This is an optimization exercise on Yosys and OpenROAD, whose aim is small area, a short achievable clock period and few clock cycles, not a production implementation. RTL that was checked went through simulation tests only; none was proved equivalent to the original. Function not checked in runs 1, 3 and 4: the RTL went through the layout flow alone.

==> design/flow/design.v <==
module BCDUnitAdder (input  [3:0] A,
                     input  [3:0] B,
                     input        Cin,
                     output [3:0] Sum,
                     output       Carry);
    wire [4:0] bin = A + B + Cin;
    assign Carry = (bin > 5'd9);
    assign Sum   = Carry ? (bin[3:0] + 4'd6) : bin[3:0];
endmodule
module BCDAdder #(parameter SIZE = 8)
                 (input [SIZE*4-1:0] A,
                  input [SIZE*4-1:0] B,
                  output [SIZE*4-1:0] Answer);
    wire [SIZE-1:0] carry;
    genvar i;
    BCDUnitAdder A0(
        .A(A[3:0]),
        .B(B[3:0]),
        .Cin(0),
        .Sum(Answer[3:0]),
        .Carry(carry[0])
    );
    for (i=1;i<SIZE;i=i+1)begin
        BCDUnitAdder unit(
        .A(A[4*i+:4]),
        .B(B[4*i+:4]),
        .Cin(carry[i-1]),
        .Sum(Answer[4*i+:4]),
        .Carry(carry[i])
    );
    end
endmodule
module md5_round (
    input  [5:0]  r,
    input  [31:0] P,
    input  [31:0] B,
    input  [31:0] C,
    input  [31:0] D,
    output [31:0] Q
);
function [1:0] FR; input [5:0] r; case (r)
    6'd0: FR = 2'd3;
    6'd1: FR = 2'd3;
    6'd2: FR = 2'd3;
    6'd3: FR = 2'd2;
    6'd4: FR = 2'd3;
    6'd5: FR = 2'd3;
    6'd6: FR = 2'd3;
    6'd7: FR = 2'd2;
    6'd8: FR = 2'd3;
    6'd9: FR = 2'd3;
    6'd10: FR = 2'd3;
    6'd11: FR = 2'd2;
    6'd12: FR = 2'd3;
    6'd13: FR = 2'd3;
    6'd14: FR = 2'd3;
    6'd15: FR = 2'd2;
    6'd16: FR = 2'd1;
    6'd17: FR = 2'd0;
    6'd18: FR = 2'd0;
    6'd19: FR = 2'd0;
    6'd20: FR = 2'd1;
    6'd21: FR = 2'd0;
    6'd22: FR = 2'd0;
    6'd23: FR = 2'd0;
    6'd24: FR = 2'd1;
    6'd25: FR = 2'd0;
    6'd26: FR = 2'd0;
    6'd27: FR = 2'd0;
    6'd28: FR = 2'd1;
    6'd29: FR = 2'd0;
    6'd30: FR = 2'd0;
    6'd31: FR = 2'd0;
    6'd32: FR = 2'd0;
    6'd33: FR = 2'd2;
    6'd34: FR = 2'd2;
    6'd35: FR = 2'd3;
    6'd36: FR = 2'd0;
    6'd37: FR = 2'd2;
    6'd38: FR = 2'd2;
    6'd39: FR = 2'd3;
    6'd40: FR = 2'd0;
    6'd41: FR = 2'd2;
    6'd42: FR = 2'd2;
    6'd43: FR = 2'd3;
    6'd44: FR = 2'd0;
    6'd45: FR = 2'd2;
    6'd46: FR = 2'd2;
    6'd47: FR = 2'd3;
    6'd48: FR = 2'd2;
    6'd49: FR = 2'd1;
    6'd50: FR = 2'd1;
    6'd51: FR = 2'd1;
    6'd52: FR = 2'd2;
    6'd53: FR = 2'd1;
    6'd54: FR = 2'd1;
    6'd55: FR = 2'd1;
    6'd56: FR = 2'd2;
    6'd57: FR = 2'd1;
    6'd58: FR = 2'd1;
    6'd59: FR = 2'd1;
    6'd60: FR = 2'd2;
    6'd61: FR = 2'd1;
    6'd62: FR = 2'd1;
    6'd63: FR = 2'd1;
endcase endfunction
    reg [31:0] F;
    always @(*) begin
        case (r[5:4])
            2'd0: F = (B & C) | (~B & D);
            2'd1: F = (D & B) | (~D & C);
            2'd2: F = B ^ C ^ D;
            default: F = C ^ (B | ~D);
        endcase
    end
    wire [31:0] S = P + F;
    wire [1:0] fr = FR(r);
    reg [31:0] t1, t2;
    always @(*) begin
        case (fr)
            2'd0: t1 = {S[27:0], S[31:28]};
            2'd1: t1 = {S[26:0], S[31:27]};
            2'd2: t1 = {S[25:0], S[31:26]};
            default: t1 = {S[24:0], S[31:25]};
        endcase
        case (r[1:0])
            2'd0: t2 = t1;
            2'd1: t2 = {t1[26:0], t1[31:27]};
            2'd2: t2 = {t1[21:0], t1[31:22]};
            default: t2 = {t1[15:0], t1[31:16]};
        endcase
    end
    assign Q = B + t2;
endmodule
module md5_kwn (
    input  [5:0]  r,
    output [31:0] kw
);
function [31:0] KWN; input [5:0] r; case (r)
    6'd0: KWN = 32'h18f7e786;
    6'd1: KWN = 32'h2420715b;
    6'd2: KWN = 32'hc1bdceee;
    6'd3: KWN = 32'hf57c0faf;
    6'd4: KWN = 32'h4787c62a;
    6'd5: KWN = 32'ha8304613;
    6'd6: KWN = 32'hfd469501;
    6'd7: KWN = 32'h698098d8;
    6'd8: KWN = 32'h8b44f7af;
    6'd9: KWN = 32'hffff5bb1;
    6'd10: KWN = 32'h895cd7be;
    6'd11: KWN = 32'h6b901122;
    6'd12: KWN = 32'hfd987193;
    6'd13: KWN = 32'ha67943ce;
    6'd14: KWN = 32'h49b40821;
    6'd15: KWN = 32'h264e5592;
    6'd16: KWN = 32'hc040b340;
    6'd17: KWN = 32'h265e5a51;
    6'd18: KWN = 32'h19e6f7da;
    6'd19: KWN = 32'hd62f105d;
    6'd20: KWN = 32'h02441453;
    6'd21: KWN = 32'hd8a1e681;
    6'd22: KWN = 32'he7d3fbc8;
    6'd23: KWN = 32'h21e1cde6;
    6'd24: KWN = 32'hc3370816;
    6'd25: KWN = 32'hf4d50d87;
    6'd26: KWN = 32'h455a14ed;
    6'd27: KWN = 32'ha9e3e905;
    6'd28: KWN = 32'hfcefa478;
    6'd29: KWN = 32'h676f02d9;
    6'd30: KWN = 32'h8d2a4c8a;
    6'd31: KWN = 32'hfffa3942;
    6'd32: KWN = 32'h8771f681;
    6'd33: KWN = 32'h6d9d6122;
    6'd34: KWN = 32'hfde5384c;
    6'd35: KWN = 32'hd4ef1a74;
    6'd36: KWN = 32'h4bdecfa9;
    6'd37: KWN = 32'hf6bb4b60;
    6'd38: KWN = 32'hbebfbc70;
    6'd39: KWN = 32'h289b7ec6;
    6'd40: KWN = 32'h1ad1582a;
    6'd41: KWN = 32'hd4ef3085;
    6'd42: KWN = 32'h04881d05;
    6'd43: KWN = 32'hd9d4d039;
    6'd44: KWN = 32'he6db99e5;
    6'd45: KWN = 32'h1fa27cf8;
    6'd46: KWN = 32'hc4ac56e5;
    6'd47: KWN = 32'h24595274;
    6'd48: KWN = 32'h432aff97;
    6'd49: KWN = 32'hab9423e7;
    6'd50: KWN = 32'hfc93a039;
    6'd51: KWN = 32'h655b59c3;
    6'd52: KWN = 32'h8f0ccc92;
    6'd53: KWN = 32'hffeff47d;
    6'd54: KWN = 32'hb5b48e01;
    6'd55: KWN = 32'h6fa87e4f;
    6'd56: KWN = 32'hfe2ce6e0;
    6'd57: KWN = 32'ha3014314;
    6'd58: KWN = 32'h4e0811a1;
    6'd59: KWN = 32'hf7537e82;
    6'd60: KWN = 32'hbd3af235;
    6'd61: KWN = 32'h2ad7d33b;
    6'd62: KWN = 32'heb86d391;
    6'd63: KWN = 32'h079ad4a8;
endcase endfunction
    assign kw = KWN(r);
endmodule
module crack_partial(
    input clk,
    input rst_n,
    input [31:0]lower_bound,
    input [31:0]upper_bound,
    input [127:0]hash_answer,
    output [31:0]answer,
    output reg answer_found,
    output reg done);
    localparam [31:0] H0 = 32'h67452301;
    localparam [31:0] H1 = 32'hefcdab89;
    localparam [31:0] H2 = 32'h98badcfe;
    localparam [31:0] H3 = 32'h10325476;
    localparam [31:0] KW0 = 32'h6edff7a9;
    function sum_eq;
        input [31:0] x, y, z;
        reg [32:0] c;
        integer k;
        begin
            c[0] = 1'b0;
            for (k = 0; k < 32; k = k + 1)
                c[k+1] = (x[k] & y[k]) | ((x[k] ^ y[k]) & ~z[k]);
            sum_eq = &(~(x ^ y ^ z ^ c[31:0]));
        end
    endfunction
    function [31:0] bswap;
        input [31:0] x;
        bswap = {x[7:0], x[15:8], x[23:16], x[31:24]};
    endfunction
    function [31:0] bcd_inc;
        input [31:0] x;
        reg cy;
        integer k;
        begin
            cy = 1'b1;
            for (k = 0; k < 8; k = k + 1) begin
                if (cy) bcd_inc[4*k +: 4] = (x[4*k +: 4] == 4'd9) ? 4'd0 : x[4*k +: 4] + 4'd1;
                else    bcd_inc[4*k +: 4] = x[4*k +: 4];
                cy = cy & (x[4*k +: 4] == 4'd9);
            end
        end
    endfunction
    function [31:0] w0d;
        input [31:0] x;
        w0d = {4'd0, x[19:16], 4'd0, x[23:20], 4'd0, x[27:24], 4'd0, x[31:28]};
    endfunction
    function [31:0] w1d;
        input [31:0] x;
        w1d = {4'd0, x[3:0], 4'd0, x[7:4], 4'd0, x[11:8], 4'd0, x[15:12]};
    endfunction
    reg [31:0] i;             
    reg [31:0] P, B, C, D;    
    reg [5:0]  r;             
    reg        prep;          
    reg        run;           
    reg        vfy;           
    reg        vm;            
    reg        last;          
    wire [31:0] Q;
    md5_round round (.r(r), .P(P), .B(B), .C(C), .D(D), .Q(Q));
    wire [31:0] kwn;
    md5_kwn kwtab (.r(r), .kw(kwn));
    wire [31:0] inc = bcd_inc(i);
    wire gt = i > upper_bound;
    wire ge = i >= upper_bound;
    wire [1:0] vsel = !vfy ? 2'd0 : (r == 6'd62) ? 2'd1 : (r == 6'd63) ? 2'd2 : 2'd3;
    reg [31:0] hsel, zsel;
    always @(*) begin
        case (vsel)
            2'd0: begin hsel = H0; zsel = bswap(hash_answer[127:96]); end
            2'd1: begin hsel = H3; zsel = bswap(hash_answer[31:0]);   end
            2'd2: begin hsel = H2; zsel = bswap(hash_answer[63:32]);  end
            default: begin hsel = H1; zsel = bswap(hash_answer[95:64]); end
        endcase
    end
    wire m = sum_eq(B, hsel, zsel);
    wire at61  = run & ~vfy & (r == 6'd61);
    wire atfin = run & vfy & (r == 6'd0);
    wire fail  = (at61 & ~m) | (atfin & ~(vm & m));
    wire hit   = atfin & vm & m;
    wire restart = (prep & ~gt) | (fail & ~last);
    wire stop    = (prep & gt) | (fail & last);
    wire [31:0] wd = (r == 6'd18 || r == 6'd40 || r == 6'd47) ? w0d(i) :
                     (r == 6'd0 || r == 6'd15 || r == 6'd35 || r == 6'd54) ? w1d(i) : 32'd0;
    wire [31:0] pinit = KW0 + w0d(prep ? i : inc);
    always @(posedge clk) begin
        if (!rst_n) begin
            i <= lower_bound;
            prep <= 1'b1;
            run <= 1'b0;
            vfy <= 1'b0;
            done <= 1'b0;
            answer_found <= 1'b0;
        end else begin
            prep <= 1'b0;
            if (restart) begin
                run <= 1'b1;
                vfy <= 1'b0;
                if (!prep) i <= inc;
            end else if (stop) begin
                run <= 1'b0;
                done <= 1'b1;
            end else if (hit) begin
                run <= 1'b0;
                done <= 1'b1;
                answer_found <= 1'b1;
            end else if (at61) begin
                vfy <= 1'b1;
            end
        end
    end
    always @(posedge clk) begin
        last <= ge;
        vm <= (r == 6'd62) ? m : (vm & m);
        if (restart) begin
            r <= 6'd0;
            P <= pinit;
            B <= H1;
            C <= H2;
            D <= H3;
        end else begin
            r <= r + 6'd1;
            P <= D + kwn + wd;
            B <= Q;
            C <= B;
            D <= C;
        end
    end
    assign answer = i;
endmodule
==> design/flow/run.sh <==
#!/bin/bash
# synth_recipe.tcl (not shown) runs the flow's synth.tcl, then flattens the netlist and writes it again
# the make line also repeats each setting of config.mk as NAME=value (left out here)
make -C /OpenROAD-flow-scripts/flow DESIGN_CONFIG=/design/flow/config.mk WORK_HOME=/design/flow/orfs CLKGATE_MAP_FILE= SYNTH_SCRIPT=/design/flow/synth_recipe.tcl finish
==> design/flow/config.mk <==
export PLATFORM = sky130hd
export DESIGN_NAME = crack_partial
export DESIGN_NICKNAME = crack_partial
export VERILOG_FILES = /design/flow/design.v
export SDC_FILE = /design/flow/constraint.sdc
export NUM_CORES = 4
export LEC_CHECK = 0
export CAP_MARGIN = 20
export CORE_MARGIN = 2
export CORE_UTILIZATION = 40
export SLEW_MARGIN = 20
==> design/flow/constraint.sdc <==
create_clock -name core_clock -period 12.0 [get_ports {clk}]
set_input_delay 2.4000 -clock core_clock [delete_from_list [all_inputs] [get_ports {clk}]]
set_output_delay 2.4000 -clock core_clock [all_outputs]
set_load 0.01 [all_outputs]
==> results.tsv, run 1 <==
metric	value	unit
CP Max Fanout	38	
vias in the first global route	21900	
post-synth top area cell	dfxtp_1	
final worst setup slack	3.07	ns
share of layout cells above drive strength 1	0.0492	
port buffer count	227	
final core utilization	0.475	
buffers and inverters on the worst path	8	
drt pass-1 iters	6	
commonest non-fill, non-tap cell in the layout	nand2_1	
Area contributors post-synth	dfxtp_1, ha_1, a21oi_1, nand2_1, xnor2_1	
total negative slack	0	ns
Synthesized Nets	3300	
CTS Root Cell	clkbuf_16	
FF+latch count, synth	207	
Tcrit/Tclk final	0.744	
# nets final	3415	
# Max-Cap Violations	0	
most frequent CP cell	inv_1	
sequential area share after synthesis	0.205	
deepest clock path buffer count	3	
status	timing/DRC/antenna clean	
most frequent cells in the layout	nand2_1, a21oi_1, nor2_1, clkdlybuf4s50_1, ha_1	
core area	0.0538	mm2
Final min period	8.93	ns
Post-CTS Resized	0	
Req. time, crit path	12.41	ns
num rows	85	
Post-CTS Setup Bufs	0	
H-Tree Level Count	1	
skew final	0.0225	ns
most common flop cell mapped by yosys	dfxtp_1	
Slew Limit Fails	0	
Starting Density	0.405	
Top-Level Pins	228	
Antenna Nets Post-Route	0	
fmax	112	MHz
Unique masters post-synth	97	
global-route wire length before repair	135	mm
Syn Inst Count	2873	
Post-synth EDFFs	32	
yosys warns	3	
TritonCTS clock tree	yes	
via count	23100	
Final Hold Vio Count	0	
Crit-path slowest cell	ha_1	
cell area after layout	0.0256	mm2
Crit Path Class	reg2reg	
placed cell areas	0.0246	mm2
cell area after synthesis	0.0218	mm2
WP data arrival	9.34	ns
Routed WL	89.6	mm
CTS sink cnt	207	
GRT overflow	0	
Starting DRT DRC Count	2315	
dpl ws	3.24	ns
area share of the largest cell type after synthesis	0.161	
initial antenna violation count	2	
crit start category	flop	
drc violations	0	
Post-CTS Hold Buffers	0	
syn_area_per_cell	7.58	um2
Max stage delay on crit path	0.87	ns
Die H	237	um
clock slew at reported path FFs	0.07	ns
Tot GR Track Use	0.306	
Final GP Congestion	1.01	
asr flop ratio synth	0	
TritonCTS buffer count	27	
Worst-Margin Slew	1.13	ns
die width	237	um
HP Class	reg2reg	
die area	0.0563	mm2
latest clock arrival within the worst-skew pair	0.58	ns
largest net degree at the start of global routing	75	
final setup fails	0	
slew margin rel.	0.246	
routed vias/inst	6.24	
CP delay by family, top	compound AO/OA/AOI/OAI gates	
Post-DP HPWL	67.9	mm
setup repair after global routing missed its margin	false	
area grow syn2layout	17.4	%
wire length per cell	24.2	um
CP Capture Type	flop	
==> synth_stat cells (38+ instances only) <==
library cell and instances:
a21o_1 66, a21oi_1 303, a221oi_1 66, a31oi_1 50
clkbuf_1 139, dfxtp_1 175, fa_1 50, ha_1 183
inv_1 128, mux2i_1 38, nand2_1 321, nand3_1 56
nor2_1 276, o21ai_0 173, o22ai_1 50, xnor2_1 125
xor2_1 78
==> metal layers <==
| layer | GRT usage | vias to the layer above | wire (um) |
|---|---|---|---|
| met4 | 0.140 | 2 | 4490 |
| met2 | 0.484 | 1010 | 40300 |
| met1 | 0.416 | 11200 | 38500 |
| li1 | - | 10700 | - |
| met5 | 0 | - | 13 |
| met3 | 0.0403 | 219 | 6310 |
==> flip-flops by register name, indices dropped and copies added (netlist names) <==
name	count
B	32
C	32
D	32
P	32
answer_found	1
done	1
i	32
kwn	32
last	1
prep	1
r	6
round.fr	2
run	1
vfy	1
vm	1
==> logic make-up (layout without fill, tap and decap cells) <==
group	after synthesis	in the layout	synth area share
AOI/OAI and AO/OA	1004	1004	0.303
and+or+nand+nor	856	856	0.177
buffers and inverters	321	456	0.0576
adders and majority gates	234	234	0.152
DFF	207	207	0.205
xor gates and xnor gates	204	204	0.0824
muxes	47	47	0.0237
other	0	1	0
==> worst paths after layout <==
kind              slack [ns]  endpoint   from  depth (start not counted)
setup / recovery        3.07   kwn[22]   r[0]                         27
hold / removal          0.46     D[19]  C[19]                          2
setup reg to reg        3.07   kwn[22]   r[0]                         27
hold reg to reg         0.46     D[19]  C[19]                          2
==> through the flow <==
stage	hold slack [ns]	cells
final	0.460	3705
after global routing	0.492	3704
after CTS	0.458	3704
after detailed placement	0.459	3655
after global placement	0.446	3654
after floorplan	0.440	2873
==> final cells by class <==
cell class / instances / area (um2)
Timing Repair Buffer: 274 / 2630
Sequential cell: 207 / 4470
Fill cell: 5349 / 28300
Antenna cell: 1 / 2.50
Tap cell: 696 / 871
Multi-Input combinational cell: 2345 / 16100
Inverter: 133 / 499
Clock buffer: 33 / 771
Clock inverter: 16 / 171
==> tightest hold or removal path: cells and delay by family, from the launching register on <==
family | cells | cell delay, ns
flip-flops | 1 | 0.32
buffers and inverters | 1 | 0.07
AND/OR/NAND/NOR | 1 | 0.05
==> run 2: changes to the inputs <==
--- a/design/flow/design.v
+++ b/design/flow/design.v
@@ -33,4 +33,5 @@
 module md5_round (
     input  [5:0]  r,
+    input  [3:0]  fs,
     input  [31:0] P,
     input  [31:0] B,
@@ -105,13 +106,8 @@
     6'd63: FR = 2'd1;
 endcase endfunction
-    reg [31:0] F;
-    always @(*) begin
-        case (r[5:4])
-            2'd0: F = (B & C) | (~B & D);
-            2'd1: F = (D & B) | (~D & C);
-            2'd2: F = B ^ C ^ D;
-            default: F = C ^ (B | ~D);
-        endcase
-    end
+    wire [31:0] F = ({32{fs[0]}} & ((B & C) | (~B & D)))
+                  | ({32{fs[1]}} & ((D & B) | (~D & C)))
+                  | ({32{fs[2]}} & (B ^ C ^ D))
+                  | ({32{fs[3]}} & (C ^ (B | ~D)));
     wire [31:0] S = P + F;
     wire [1:0] fr = FR(r);
@@ -137,71 +133,6 @@
     output [31:0] kw
 );
-function [31:0] KWN; input [5:0] r; case (r)
-    6'd0: KWN = 32'h18f7e786;
-    6'd1: KWN = 32'h2420715b;
-    6'd2: KWN = 32'hc1bdceee;
-    6'd3: KWN = 32'hf57c0faf;
-    6'd4: KWN = 32'h4787c62a;
-    6'd5: KWN = 32'ha8304613;
-    6'd6: KWN = 32'hfd469501;
-    6'd7: KWN = 32'h698098d8;
-    6'd8: KWN = 32'h8b44f7af;
-    6'd9: KWN = 32'hffff5bb1;
-    6'd10: KWN = 32'h895cd7be;
-    6'd11: KWN = 32'h6b901122;
-    6'd12: KWN = 32'hfd987193;
-    6'd13: KWN = 32'ha67943ce;
-    6'd14: KWN = 32'h49b40821;
-    6'd15: KWN = 32'h264e5592;
-    6'd16: KWN = 32'hc040b340;
-    6'd17: KWN = 32'h265e5a51;
-    6'd18: KWN = 32'h19e6f7da;
-    6'd19: KWN = 32'hd62f105d;
-    6'd20: KWN = 32'h02441453;
-    6'd21: KWN = 32'hd8a1e681;
-    6'd22: KWN = 32'he7d3fbc8;
-    6'd23: KWN = 32'h21e1cde6;
-    6'd24: KWN = 32'hc3370816;
-    6'd25: KWN = 32'hf4d50d87;
-    6'd26: KWN = 32'h455a14ed;
-    6'd27: KWN = 32'ha9e3e905;
-    6'd28: KWN = 32'hfcefa478;
-    6'd29: KWN = 32'h676f02d9;
-    6'd30: KWN = 32'h8d2a4c8a;
-    6'd31: KWN = 32'hfffa3942;
-    6'd32: KWN = 32'h8771f681;
-    6'd33: KWN = 32'h6d9d6122;
-    6'd34: KWN = 32'hfde5384c;
-    6'd35: KWN = 32'hd4ef1a74;
-    6'd36: KWN = 32'h4bdecfa9;
-    6'd37: KWN = 32'hf6bb4b60;
-    6'd38: KWN = 32'hbebfbc70;
-    6'd39: KWN = 32'h289b7ec6;
-    6'd40: KWN = 32'h1ad1582a;
-    6'd41: KWN = 32'hd4ef3085;
-    6'd42: KWN = 32'h04881d05;
-    6'd43: KWN = 32'hd9d4d039;
-    6'd44: KWN = 32'he6db99e5;
-    6'd45: KWN = 32'h1fa27cf8;
-    6'd46: KWN = 32'hc4ac56e5;
-    6'd47: KWN = 32'h24595274;
-    6'd48: KWN = 32'h432aff97;
-    6'd49: KWN = 32'hab9423e7;
-    6'd50: KWN = 32'hfc93a039;
-    6'd51: KWN = 32'h655b59c3;
-    6'd52: KWN = 32'h8f0ccc92;
-    6'd53: KWN = 32'hffeff47d;
-    6'd54: KWN = 32'hb5b48e01;
-    6'd55: KWN = 32'h6fa87e4f;
-    6'd56: KWN = 32'hfe2ce6e0;
-    6'd57: KWN = 32'ha3014314;
-    6'd58: KWN = 32'h4e0811a1;
-    6'd59: KWN = 32'hf7537e82;
-    6'd60: KWN = 32'hbd3af235;
-    6'd61: KWN = 32'h2ad7d33b;
-    6'd62: KWN = 32'heb86d391;
-    6'd63: KWN = 32'h079ad4a8;
-endcase endfunction
-    assign kw = KWN(r);
+    localparam [2047:0] KWN = 2048'h079ad4a8eb86d3912ad7d33bbd3af235f7537e824e0811a1a3014314fe2ce6e06fa87e4fb5b48e01ffeff47d8f0ccc92655b59c3fc93a039ab9423e7432aff9724595274c4ac56e51fa27cf8e6db99e5d9d4d03904881d05d4ef30851ad1582a289b7ec6bebfbc70f6bb4b604bdecfa9d4ef1a74fde5384c6d9d61228771f681fffa39428d2a4c8a676f02d9fcefa478a9e3e905455a14edf4d50d87c337081621e1cde6e7d3fbc8d8a1e68102441453d62f105d19e6f7da265e5a51c040b340264e559249b40821a67943cefd9871936b901122895cd7beffff5bb18b44f7af698098d8fd469501a83046134787c62af57c0fafc1bdceee2420715b18f7e786;
+    assign kw = KWN[32*r +: 32];
 endmodule
 module crack_partial(
@@ -258,4 +189,5 @@
     reg [31:0] P, B, C, D;    
     reg [5:0]  r;             
+    reg [3:0]  fs;            
     reg        prep;          
     reg        run;           
@@ -264,5 +196,5 @@
     reg        last;          
     wire [31:0] Q;
-    md5_round round (.r(r), .P(P), .B(B), .C(C), .D(D), .Q(Q));
+    md5_round round (.r(r), .fs(fs), .P(P), .B(B), .C(C), .D(D), .Q(Q));
     wire [31:0] kwn;
     md5_kwn kwtab (.r(r), .kw(kwn));
@@ -321,4 +253,5 @@
         if (restart) begin
             r <= 6'd0;
+            fs <= 4'b0001;
             P <= pinit;
             B <= H1;
@@ -327,4 +260,5 @@
         end else begin
             r <= r + 6'd1;
+            if (r[3:0] == 4'd15) fs <= {fs[2:0], fs[3]};
             P <= D + kwn + wd;
             B <= Q;
--- a/design/flow/config.mk
+++ b/design/flow/config.mk
@@ -6,4 +6,5 @@
 export NUM_CORES = 4
 export LEC_CHECK = 0
+export ABC_AREA = 1
 export CAP_MARGIN = 20
 export CORE_MARGIN = 2
==> run 2 against run 1 <==
  * Still clean on timing, DRC and antenna
  * Die area rose by 1.8%
  * Routed wire length rose by 7.6%
  * Register-to-register slack improved by 0.55 ns
  * Clock-buffer cell count fell by 15
  * Core utilization fell by 0.62 points
  * Fmax rose by 6.6%
  * Critical path type unchanged
  * Largest cell class unchanged
==> results.tsv, run 2 <==
metric	value	unit	change
met3 Track Usage GR	0.0766		+0.0363
commonest non-fill, non-tap cell in the layout	nand2_1		
Synth Area in XOR/XNOR	0.0316		-0.0508
Reg area	0.00391	mm2	-13%
port buffer count	227		unchanged
Crit Path Class	reg2reg		
Post-CTS Resized	0		unchanged
slew margin rel.	0.170		-0.0761
Post-synth top cells	nand2_1, inv_1, nor2_1, o21ai_0, nand3_1		
drt pass-1 iters	6		unchanged
sequential area share after synthesis	0.176		-0.0290
Post-DP HPWL	78.0	mm	+15%
R2R Setup Slk	3.62	ns	+0.55 ns
multi-input combinational cell area	0.0158	mm2	-2.2%
CP Max Fanout	65		+71%
dpl ws	3.83	ns	+0.587 ns
Filler cells	5962		+11%
Post-CTS Hold Buffers	0		unchanged
H-Tree Level Count	4		+3
asr flop ratio synth	0		unchanged
global-route wire length before repair	144	mm	+7.2%
Top-Level Pins	228		unchanged
Final GP Congestion	1.02		+1.2%
Unique masters post-synth	57		-41%
Area contributors post-synth	nand2_1, dfxtp_1, ha_1, inv_1, nor2_1		
Starting Density	0.403		-0.00134
syn_area_per_cell	6.05	um2	-20%
placed cell areas	0.0252	mm2	+2.4%
GRT overflow	0		unchanged
CTS sink cnt	179		-14%
Adder-Cell Fraction of Synth Area	0.148		-0.00375
skew final	0.0211	ns	-0.00139 ns
total negative slack	0	ns	unchanged
simple-gate share of the synthesized area	0.330		+0.153
Worst-Margin Slew	1.21	ns	+0.0828 ns
Req. time, crit path	12.03	ns	-0.38 ns
largest net degree at the start of global routing	66		-12%
Post-synth EDFFs	32		unchanged
WP data arrival	8.41	ns	-0.93 ns
complex-gate fraction of the synthesized area	0.202		-0.100
post-synth top area cell	nand2_1		
vias in the first global route	23600		+7.7%
Final min period	8.38	ns	-0.552 ns
die width	239	um	+0.90%
area grow syn2layout	16.2	%	
most frequent CP cell	nand2_1		
TritonCTS clock tree	yes		
GR Util met2	0.492		+0.00847
crit-path cells	ha_1 -> buf_4 -> inv_1 -> a31oi_1 -> ha_1 -> buf_4 -> inv_1 -> o21ai_0 -> fa_1 -> nand2_1 -> nand2_1 -> nor3_1 -> nand2_1 -> nor2_1 -> nand2_1 -> nor2_1 -> nand3_2 -> nand2_1 -> nand2_1 -> nand3_2 -> nand2_4 -> inv_2 -> buf_4 -> nand2_1		
buffers and inverters on the worst path	6		-2
Syn Inst Count	3665		+28%
most numerous cell in the Yosys netlist	nand2_1		
yosys warns	2		-1
post-synthesis mux area share	0		-0.0237
met1 Use GR	0.466		+0.0500
via count	25800		+11%
CP Capture Type	flop		
deepest clock path buffer count	2		-1
Antenna Nets Post-Route	0		unchanged
core area	0.0550	mm2	+2.2%
cell area after synthesis	0.0222	mm2	+1.8%
final worst setup slack	3.62	ns	+0.552 ns
Routed WL	96.5	mm	+7.6%
Post-CTS Setup Bufs	0		unchanged
Crit-path slowest cell	dfxtp_1		
final core utilization	0.469		-0.00618
most frequent cells in the layout	nand2_1, inv_1, nor2_1, o21ai_0, nand3_1		
cell area after layout	0.0258	mm2	+0.85%
most used routing layer in global routing	met2		
# Max-Cap Violations	0		unchanged
Final Hold Vio Count	0		unchanged
HP Class	reg2reg		
final setup fails	0		unchanged
Slew Limit Fails	0		unchanged
Starting DRT DRC Count	2842		+23%
die area	0.0573	mm2	+1.8%
Tcrit/Tclk final	0.698		-0.0460
crit start category	flop		
Tot GR Track Use	0.334		+0.0277
main combinational cell family by area after synthesis	simple AND/OR/NAND/NOR gates		
Max stage delay on crit path	0.77	ns	-0.10 ns
routed vias/inst	5.60		-10%
CP delay by family, top	simple AND/OR/NAND/NOR gates		
share of layout cells above drive strength 1	0.0293		-0.0199
setup repair after global routing missed its margin	false		
drc violations	0		unchanged
area share of the largest cell type after synthesis	0.159		-0.00228
fmax	119	MHz	+6.6%
# nets final	4266		+25%
Synthesized Nets	4091		+24%
FF+latch count, synth	179		-14%
clock slew at reported path FFs	0.07	ns	about the same
num rows	86		+1.2%
status	timing/DRC/antenna clean		
initial antenna violation count	3		+1
Die H	239	um	+0.90%
most common flop cell mapped by yosys	dfxtp_1		
latest clock arrival within the worst-skew pair	0.49	ns	-0.09 ns
wire length per cell	21.0	um	-13%
CTS Root Cell	clkbuf_16		
TritonCTS buffer count	17		-37%
## run 2: worst paths after layout
kind                     start  cells after the start      endpoint
setup / recovery          r[1]                     24         i[31]
hold reg to reg   answer_found                      2  answer_found
setup reg to reg          r[1]                     24         i[31]
hold / removal    answer_found                      2  answer_found
## run 2: kinds of logic (layout without fill, tap and decap cells)
kind of cell               count (synthesis)  count (layout)
buffers and inverters                    647             835
xor gates and xnor gates                  80              80
other                                      0               1
adders and majority gates                232             232
and+or+nand+nor                         1763            1763
AOI/OAI and AO/OA                        764             764
DFF                                      179             179
## run 2: final cells by class
| cell class | instances | share of cell area |
|---|---|---|
| sequential | 179 | 0.152 |
| timing repair buffer | 264 | 0.0989 |
| antenna | 1 | 0.0000971 |
| tap | 748 | 0.0363 |
| clock buffer | 18 | 0.0167 |
| multi-input combinational | 2839 | 0.613 |
| clock inverter | 14 | 0.00495 |
| inverter | 539 | 0.0785 |
## run 2: metrics by stage
stage,hold slack [ns],instances
after floorplan,0.443,3665
after global placement,0.455,4569
after detailed placement,0.459,4569
after CTS,0.468,4601
after global routing,0.482,4602
final,0.458,4602
## run 2: layer usage
layer  vias up  part of all wire
li1      12500                 -
met1     11800              0.44
met2      1306              0.42
met3       191              0.10
met4         0             0.044
met5         -                 0
## run 2: worst min-delay path: cells and delay by family, from the launching register on
family / cells / cell delay, ns
flops: 1 / 0.32
simple gates: 1 / 0.05
compound gates: 1 / 0.05
Testbench counts of run 2, summed over its fixed seeds: cycles 79,517.
==> run 3: changes to the inputs <==
--- a/design/flow/design.v
+++ b/design/flow/design.v
@@ -190,5 +190,7 @@
     reg [5:0]  r;             
     reg [3:0]  fs;            
+    reg        prep1;         
     reg        prep;          
+    reg        gtr;           
     reg        run;           
     reg        vfy;           
@@ -200,23 +202,22 @@
     md5_kwn kwtab (.r(r), .kw(kwn));
     wire [31:0] inc = bcd_inc(i);
-    wire gt = i > upper_bound;
     wire ge = i >= upper_bound;
-    wire [1:0] vsel = !vfy ? 2'd0 : (r == 6'd62) ? 2'd1 : (r == 6'd63) ? 2'd2 : 2'd3;
-    reg [31:0] hsel, zsel;
+    reg [31:0] hsel;
+    reg [31:0] hc;
     always @(*) begin
-        case (vsel)
-            2'd0: begin hsel = H0; zsel = bswap(hash_answer[127:96]); end
-            2'd1: begin hsel = H3; zsel = bswap(hash_answer[31:0]);   end
-            2'd2: begin hsel = H2; zsel = bswap(hash_answer[63:32]);  end
-            default: begin hsel = H1; zsel = bswap(hash_answer[95:64]); end
-        endcase
-    end
-    wire m = sum_eq(B, hsel, zsel);
+        case (r[1:0])
+            2'd1: hc = H0;
+            2'd2: hc = H3;
+            2'd3: hc = H2;
+            default: hc = H1;
+        endcase
+    end
+    wire m = sum_eq(B, hc, hsel);
     wire at61  = run & ~vfy & (r == 6'd61);
     wire atfin = run & vfy & (r == 6'd0);
     wire fail  = (at61 & ~m) | (atfin & ~(vm & m));
     wire hit   = atfin & vm & m;
-    wire restart = (prep & ~gt) | (fail & ~last);
-    wire stop    = (prep & gt) | (fail & last);
+    wire restart = (prep & ~gtr) | (fail & ~last);
+    wire stop    = (prep & gtr) | (fail & last);
     wire [31:0] wd = (r == 6'd18 || r == 6'd40 || r == 6'd47) ? w0d(i) :
                      (r == 6'd0 || r == 6'd15 || r == 6'd35 || r == 6'd54) ? w1d(i) : 32'd0;
@@ -225,5 +226,6 @@
         if (!rst_n) begin
             i <= lower_bound;
-            prep <= 1'b1;
+            prep1 <= 1'b1;
+            prep <= 1'b0;
             run <= 1'b0;
             vfy <= 1'b0;
@@ -231,5 +233,6 @@
             answer_found <= 1'b0;
         end else begin
-            prep <= 1'b0;
+            prep1 <= 1'b0;
+            prep <= prep1;
             if (restart) begin
                 run <= 1'b1;
@@ -250,4 +253,11 @@
     always @(posedge clk) begin
         last <= ge;
+        gtr <= i > upper_bound;
+        case (r[1:0])
+            2'd0: hsel <= bswap(hash_answer[127:96]);
+            2'd1: hsel <= bswap(hash_answer[31:0]);
+            2'd2: hsel <= bswap(hash_answer[63:32]);
+            default: hsel <= bswap(hash_answer[95:64]);
+        endcase
         vm <= (r == 6'd62) ? m : (vm & m);
         if (restart) begin
==> design/flow/flow/run.sh (new file) <==
#!/bin/bash
# Layout flow: the standard flow, with repair_timing aiming for a larger
# setup slack than the flow settings allow, so that the resizer speeds up the
# design beyond the clock period (which stays the design's).
set -euo pipefail
MARGIN=$(cat flow/margin.txt)
bash standard.sh synth > synth.log 2>&1
sed "s/\"\\\${@:-finish}\"/SETUP_SLACK_MARGIN=${MARGIN} \"\${@:-finish}\"/" standard.sh > standard_margin.sh
grep -q "SETUP_SLACK_MARGIN=${MARGIN}" standard_margin.sh
bash standard_margin.sh finish > layout.log 2>&1
==> design/flow/flow/margin.txt (new file) <==
7.5
==> design/flow/standard.sh (new file) <==
#!/bin/bash
# synth_recipe.tcl (not shown) runs the flow's synth.tcl, then flattens the netlist and writes it again
# the make line also repeats each setting of config.mk as NAME=value (left out here)
make -C /OpenROAD-flow-scripts/flow DESIGN_CONFIG=/design/flow/config.mk WORK_HOME=/design/flow/orfs CLKGATE_MAP_FILE= SYNTH_SCRIPT=/design/flow/synth_recipe.tcl "${@:-finish}"
removed: design/flow/run.sh
==> run 3 against run 2 <==
  * Area after synthesis grew 3.9%
  * Synthesized cell count is 0.74% higher
  * Routed wire length up 13%
  * First-iteration DRC count grew 12%
  * Still clean on timing, DRC and antenna
  * Fmax is 66% higher
  * Largest cell class unchanged
==> results.tsv, run 3 <==
metric	value	unit	change
most common flop cell mapped by yosys	dfxtp_1		
RR Endpoint	B[29]		
Final min period	5.06	ns	-3.32 ns
yosys warns	2		unchanged
total negative slack	0	ns	unchanged
Area contributors post-synth	dfxtp_1, nand2_1, ha_1, inv_1, nor2_1		
skew final	0.0102	ns	-0.0110 ns
core area	0.0567	mm2	+3.1%
Reg area	0.00476	mm2	+22%
deepest clock path buffer count	3		+1
CTS Root Cell	clkbuf_16		
area share of the largest cell type after synthesis	0.157		-0.00129
die area	0.0595	mm2	+3.8%
# nets final	4500		+5.5%
WP data arrival	5.55	ns	-2.86 ns
status	timing/DRC/antenna clean		
slew margin rel.	0.301		+0.131
most numerous cell in the Yosys netlist	nand2_1		
setup repair after global routing missed its margin	true		
Inst Count DP	4586		+0.37%
area grow syn2layout	41.7	%	
drt pass-1 iters	7		+1
final setup fails	0		unchanged
Post-synth top cells	nand2_1, inv_1, nor2_1, o21ai_0, a21oi_1		
most frequent cells in the layout	nand2_1, inv_1, nor2_1, clkdlybuf4s50_1, buf_4		
Starting Density	0.406		+0.00285
Starting DRT DRC Count	3170		+12%
largest net degree at the start of global routing	84		+27%
HP Start	prep1		
crit start category	flop		
TritonCTS clock tree	yes		
Final Hold Vio Count	0		unchanged
routed vias/inst	5.77		+3.2%
Routed WL	109	mm	+13%
global-route wire length before repair	157	mm	+8.9%
worst reg2reg startpoint	B[0]		
# Max-Cap Violations	0		unchanged
final cell count without fillers	4849		+5.4%
H-Tree Level Count	1		-3
Tcrit/Tclk final	0.422		-0.277
asr flop ratio synth	0		unchanged
commonest non-fill, non-tap cell in the layout	nand2_1		
num rows	87		+1.2%
multi-input combinational cell area	0.0193	mm2	+22%
CP Capture Type	flop		
drc violations	0		unchanged
CTS sink cnt	213		+19%
clock slew at reported path FFs	0.06	ns	about the same
FF+latch count, synth	213		+19%
initial antenna violation count	2		-1
GRT overflow	0		unchanged
R2R Setup Slk	6.94	ns	+3.32 ns
share of layout cells above drive strength 1	0.250		+0.221
die width	244	um	+1.9%
TritonCTS buffer count	27		+10
Filler cells	5302		-11%
Critical path origin	B[0]		
Top-Level Pins	228		unchanged
final core utilization	0.575		+0.107
vias in the first global route	25900		+9.5%
via count	28000		+8.7%
Post-DP HPWL	79.1	mm	+1.4%
Crit Path Class	reg2reg		
Post-synth EDFFs	32		unchanged
sequential area share after synthesis	0.199		+0.0230
CP Max Fanout	4		-94%
port buffer count	227		unchanged
post-synth top area cell	dfxtp_1		
Post-CTS Hold Buffers	0		unchanged
latest clock arrival within the worst-skew pair	0.56	ns	+0.07 ns
fmax	198	MHz	+66%
Slew Limit Fails	0		unchanged
Die H	244	um	+1.9%
wire length per cell	22.5	um	+7.6%
Syn Inst Count	3692		+0.74%
Req. time, crit path	12.49	ns	+0.46 ns
end of the critical path	B[29]		
syn_area_per_cell	6.24	um2	+3.1%
Synthesized Nets	4119		+0.68%
HP Class	reg2reg		
reg2reg path depth	26		+8.3%
cell area after synthesis	0.0230	mm2	+3.9%
Antenna Nets Post-Route	0		unchanged
Unique masters post-synth	75		+32%
Tot GR Track Use	0.343		+0.00872
Final GP Congestion	0.999		-1.9%
Worst-Margin Slew	1.05	ns	-0.167 ns
[run 3: cell count changes in the layout (fill, tap and decap cells not counted), sizes merged, moves of 20 or more]
cell | before | now
buf | 37 | 232
dfxtp | 147 | 181
nor2 | 406 | 373
a31oi | 30 | 60
a21oi | 231 | 252
nand3 | 245 | 224
o21ai | 288 | 267
clkbuf | 18 | 38
[run 3: worst max-delay path: stages, from the launching register on]
cell	delay, ns
dfxtp_4	0.38
nor2_1	0.06
nor3_1	0.28
o2111ai_2	0.18
ha_2	0.23
fa_2	0.41
nand2_1	0.11
nand3_2	0.09
and2_4	0.18
xor2_4	0.25
inv_1	0.10
o221ai_1	0.15
o21ai_1	0.20
o21ai_0	0.21
a21oi_1	0.07
a21oi_1	0.35
ha_1	0.30
nand2_1	0.19
nor4_4	0.32
nand2_1	0.07
o211ai_1	0.23
nand2_1	0.08
o211ai_1	0.15
nand2_1	0.11
nand2_2	0.10
a21oi_2	0.05
o21ai_1	0.11
[run 3: stage by stage]
stage	instance area (um2)	setup WS [ns]	hold slack, ns
after floorplan	23100	7.49	0.390
after global placement	26000	5.88	0.399
after detailed placement	26000	5.83	0.400
after CTS	30400	7.10	0.416
after global routing	32600	6.74	0.450
final	32600	6.94	0.416
[run 3: what timing repair did]
action / CTS / global route
endpoints found under the setup margin: 176 / 111
gates cloned: 4 / 5
hold endpoints to repair: 0 / 0
buffers inserted: 121 / 84
resized for setup: 565 / 405
pin swaps: 123 / 205
[run 3: worst min path at each step]
stage,to,cells after the start
3_5_place_dp,prep,2
5_1_grt,prep,2
4_1_cts,prep,2
2_1_floorplan,prep,2
6_report,prep,2
3_3_place_gp,prep,2
[run 3: per-layer routing]
layer  share of wire  vias up  track usage
met4           0.052        2        0.147
met3           0.091      346       0.0507
li1                -    13100            -
met5         0.00013        -            0
met2            0.44     1466        0.535
met1            0.42    13100        0.470
[run 3: logic make-up (layout without fill, tap and decap cells)]
family	count (synthesis)	count (layout)	synth area share
fa+ha+maj	233	233	0.143
simple gates	1715	1715	0.316
compound gates	806	807	0.209
buf+inv	666	1065	0.111
flops	213	213	0.199
xor+xnor	59	59	0.0228
other cells	0	1	0
[run 3: area by class of cell]
cell class                      count  share of cell area
Tap cell                          756              0.0290
Sequential cell                   213               0.146
Clock buffer                       35              0.0236
Clock inverter                     13             0.00399
Inverter                          550              0.0663
Multi-Input combinational cell   2814               0.592
Antenna cell                        1           0.0000767
Timing Repair Buffer              466               0.139
Timing Repair inverter              1            0.000153
==> run 4: changes to the inputs <==
==> design/flow/flow/margin.txt (replaced) <==
6.5
==> run 4 against run 3 <==
  * Final cell count decreased by 3.5%
  * Non-clock buffer count down 167
  * Global-route usage shrank 2.3 points
  * Largest cell class unchanged
  * Highest routed layer unchanged
==> results.tsv, run 4 <==
metric	value	unit	change
Area contributors post-synth	dfxtp_1, nand2_1, ha_1, inv_1, nor2_1		
post-synth top area cell	dfxtp_1		
FF+latch count, synth	213		unchanged
final core utilization	0.504		-0.0715
yosys warns	2		unchanged
Post-synth EDFFs	32		unchanged
# nets final	4331		-3.8%
asr flop ratio synth	0		unchanged
Antenna Nets Post-Route	0		unchanged
Final GP Congestion	1.04		+4.4%
Starting DRT DRC Count	3247		+2.4%
post-synthesis mux area share	0		unchanged
share of layout cells above drive strength 1	0.110		-0.141
via count	26700		-4.7%
Unique masters post-synth	75		unchanged
core area	0.0567	mm2	unchanged
most numerous cell in the Yosys netlist	nand2_1		
# Max-Cap Violations	0		unchanged
Slew Limit Fails	0		unchanged
simple-gate share of the synthesized area	0.316		unchanged
most frequent CP cell	inv_1		
Die H	244	um	unchanged
CTS sink cnt	213		unchanged
drc violations	0		unchanged
setup repair after global routing missed its margin	true		
Routed WL	99.9	mm	-8.7%
CTS Root Cell	clkbuf_16		
WP data arrival	5.74	ns	+0.19 ns
total negative slack	0	ns	unchanged
Max stage delay on crit path	0.57	ns	+0.16 ns
Post-synth top cells	nand2_1, inv_1, nor2_1, o21ai_0, a21oi_1		
Syn Inst Count	3692		unchanged
Final Hold Vio Count	0		unchanged
Crit-path slowest cell	fa_1		
Starting Density	0.406		unchanged
die area	0.0595	mm2	unchanged
buffers and inverters on the worst path	5		+4
die width	244	um	unchanged
most common flop cell mapped by yosys	dfxtp_1		
deepest clock path buffer count	3		unchanged
HP Class	reg2reg		
crit start category	flop		
complex-gate fraction of the synthesized area	0.209		unchanged
drt pass-1 iters	10		+3
syn_area_per_cell	6.24	um2	unchanged
final cell count without fillers	4679		-3.5%
Tot GR Track Use	0.320		-0.0228
sequential area share after synthesis	0.199		unchanged
GRT overflow	0		unchanged
Tcrit/Tclk final	0.445		+0.0230
TritonCTS buffer count	27		unchanged
Inst Count DP	4588		+0.044%
Filler cells	5853		+10%
area grow syn2layout	24.1	%	
Crit Path Class	reg2reg		
Synthesized Nets	4119		unchanged
wire length per cell	21.3	um	-5.3%
antenna cells	0		-1
skew final	0.0307	ns	+0.0206 ns
routed vias/inst	5.70		-1.3%
CP Max Fanout	14		+10
global-route wire length before repair	147	mm	-6.4%
TritonCTS clock tree	yes		
Worst-Margin Slew	1.07	ns	+0.0249 ns
main combinational cell family by area after synthesis	simple AND/OR/NAND/NOR gates		
crit-path cells	inv_1 -> ha_2 -> clkinvlp_4 -> nor2_2 -> inv_1 -> nand2_1 -> o21ai_0 -> a32oi_1 -> nand3_1 -> fa_1 -> inv_1 -> ha_1 -> a21oi_1 -> inv_1 -> a31oi_1 -> o21ai_0 -> a21oi_1 -> nor2_1 -> nor3_1 -> a31oi_1		
multi-input combinational cell area	0.0171	mm2	-12%
CP Capture Type	flop		
Top-Level Pins	228		unchanged
Final min period	5.34	ns	+0.276 ns
status	timing/DRC/antenna clean		
latest clock arrival within the worst-skew pair	0.57	ns	about the same
slew margin rel.	0.285		-0.0166
num rows	87		unchanged
port buffer count	227		unchanged
fmax	187	MHz	-5.2%
Adder-Cell Fraction of Synth Area	0.143		unchanged
clock slew at reported path FFs	0.06	ns	about the same
cell area after synthesis	0.0230	mm2	unchanged
Post-DP HPWL	78.0	mm	-1.4%
most frequent cells in the layout	nand2_1, inv_1, nor2_1, a21oi_1, o21ai_0		
CP delay by family, top	compound AO/OA/AOI/OAI gates		
Reg area	0.00469	mm2	-1.6%
final setup fails	0		unchanged
Post-CTS Hold Buffers	0		unchanged
Req. time, crit path	12.41	ns	-0.08 ns
initial antenna violation count	2		unchanged
vias in the first global route	24300		-6.1%
largest net degree at the start of global routing	71		-15%
area share of the largest cell type after synthesis	0.157		unchanged
commonest non-fill, non-tap cell in the layout	nand2_1		
H-Tree Level Count	1		unchanged
Synth Area in XOR/XNOR	0.0228		unchanged
-- run 4: cell counts after synthesis --
No cell type changed its count.
-- run 4: final timing paths --
check | to | depth (start not counted) | slack, ns | startpoint
worst max-delay path | P[16] | 20 | 6.66 | r[1]
worst min-delay path | prep | 2 | 0.42 | prep1
worst max register to register | P[16] | 20 | 6.66 | r[1]
worst min register to register | prep | 2 | 0.42 | prep1
-- run 4: kinds of logic after synthesis --
group	count (synthesis)
xor+xnor	59
compound gates	806
simple gates	1715
buf+inv	666
flops	213
fa+ha+maj	233
-- run 4: routing by layer --
metal,share of wire,vias to the layer above,global-route usage
met4,0.040,2,0.124
met1,0.43,12400,0.452
li1,-,12700,-
met5,0.00013,-,0
met3,0.088,235,0.0407
met2,0.44,1345,0.494
-- run 4: through the flow --
stage | worst slack [ns] | cell area [um2] | hold slack (ns)
final | 6.66 | 28600 | 0.419
after global routing | 6.34 | 28600 | 0.451
after CTS | 6.50 | 27300 | 0.417
after detailed placement | 5.70 | 26000 | 0.403
after global placement | 5.78 | 26000 | 0.398
after floorplan | 7.16 | 23000 | 0.390
-- run 4: tightest hold or removal path, stage by stage (launching register included) --
cell and delay (ns):
dfxtp_1 0.30, nand2_1 0.05, inv_1 0.04
-- run 4: what timing repair did --
item                                    in CTS  in global routing
pin swaps                                    5                 55
resized for setup                           88                235
endpoints found under the setup margin     146                 73
setup buffers                                6                 37
-- run 4: layout make-up --
cell class | instances | area share
Timing Repair Buffer | 299 | 0.101
Sequential cell | 213 | 0.164
Tap cell | 756 | 0.0331
Inverter | 550 | 0.0729
Multi-Input combinational cell | 2813 | 0.598
Clock inverter | 14 | 0.00517
Clock buffer | 34 | 0.0261

## port drivers added, routing unchanged
Ports are ideal in the flow. The routed layouts listed here were re-timed in OpenROAD.
Step 1, drivers: a clkbuf_16 drives clk and a buf_2 each remaining input, both assumed.
Step 2, shift: input delay + t, output delay - t, t = (earliest + latest rising clock arrival at the registers) / 2. This alone moves slack from input paths to output paths.
a / b / c = ideal ports / drivers / drivers and shift; a / b = the first two.
run	shift t [ns]	setup slack, ns	hold WS [ns]	worst setup path after step 2	worst slew at a driven data input, ns
run 1	0.623	3.066 / 3.066 / 2.955	0.460 / 0.460 / 0.460	input to register	0.07
run 2	0.540	3.618 / 3.618 / 3.618	0.458 / 0.458 / 0.458	register to register	0.08
run 3	0.617	6.939 / 6.939 / 6.939	0.416 / 0.416 / 0.416	register to register	0.08
run 4	0.615	6.664 / 6.664 / 6.664	0.419 / 0.419 / 0.419	register to register	0.06
After both steps every run listed still meets setup and hold. For run 1, which loses most, drivers alone change the setup slack by 0.000 ns; drivers and shift together by -0.111 ns.
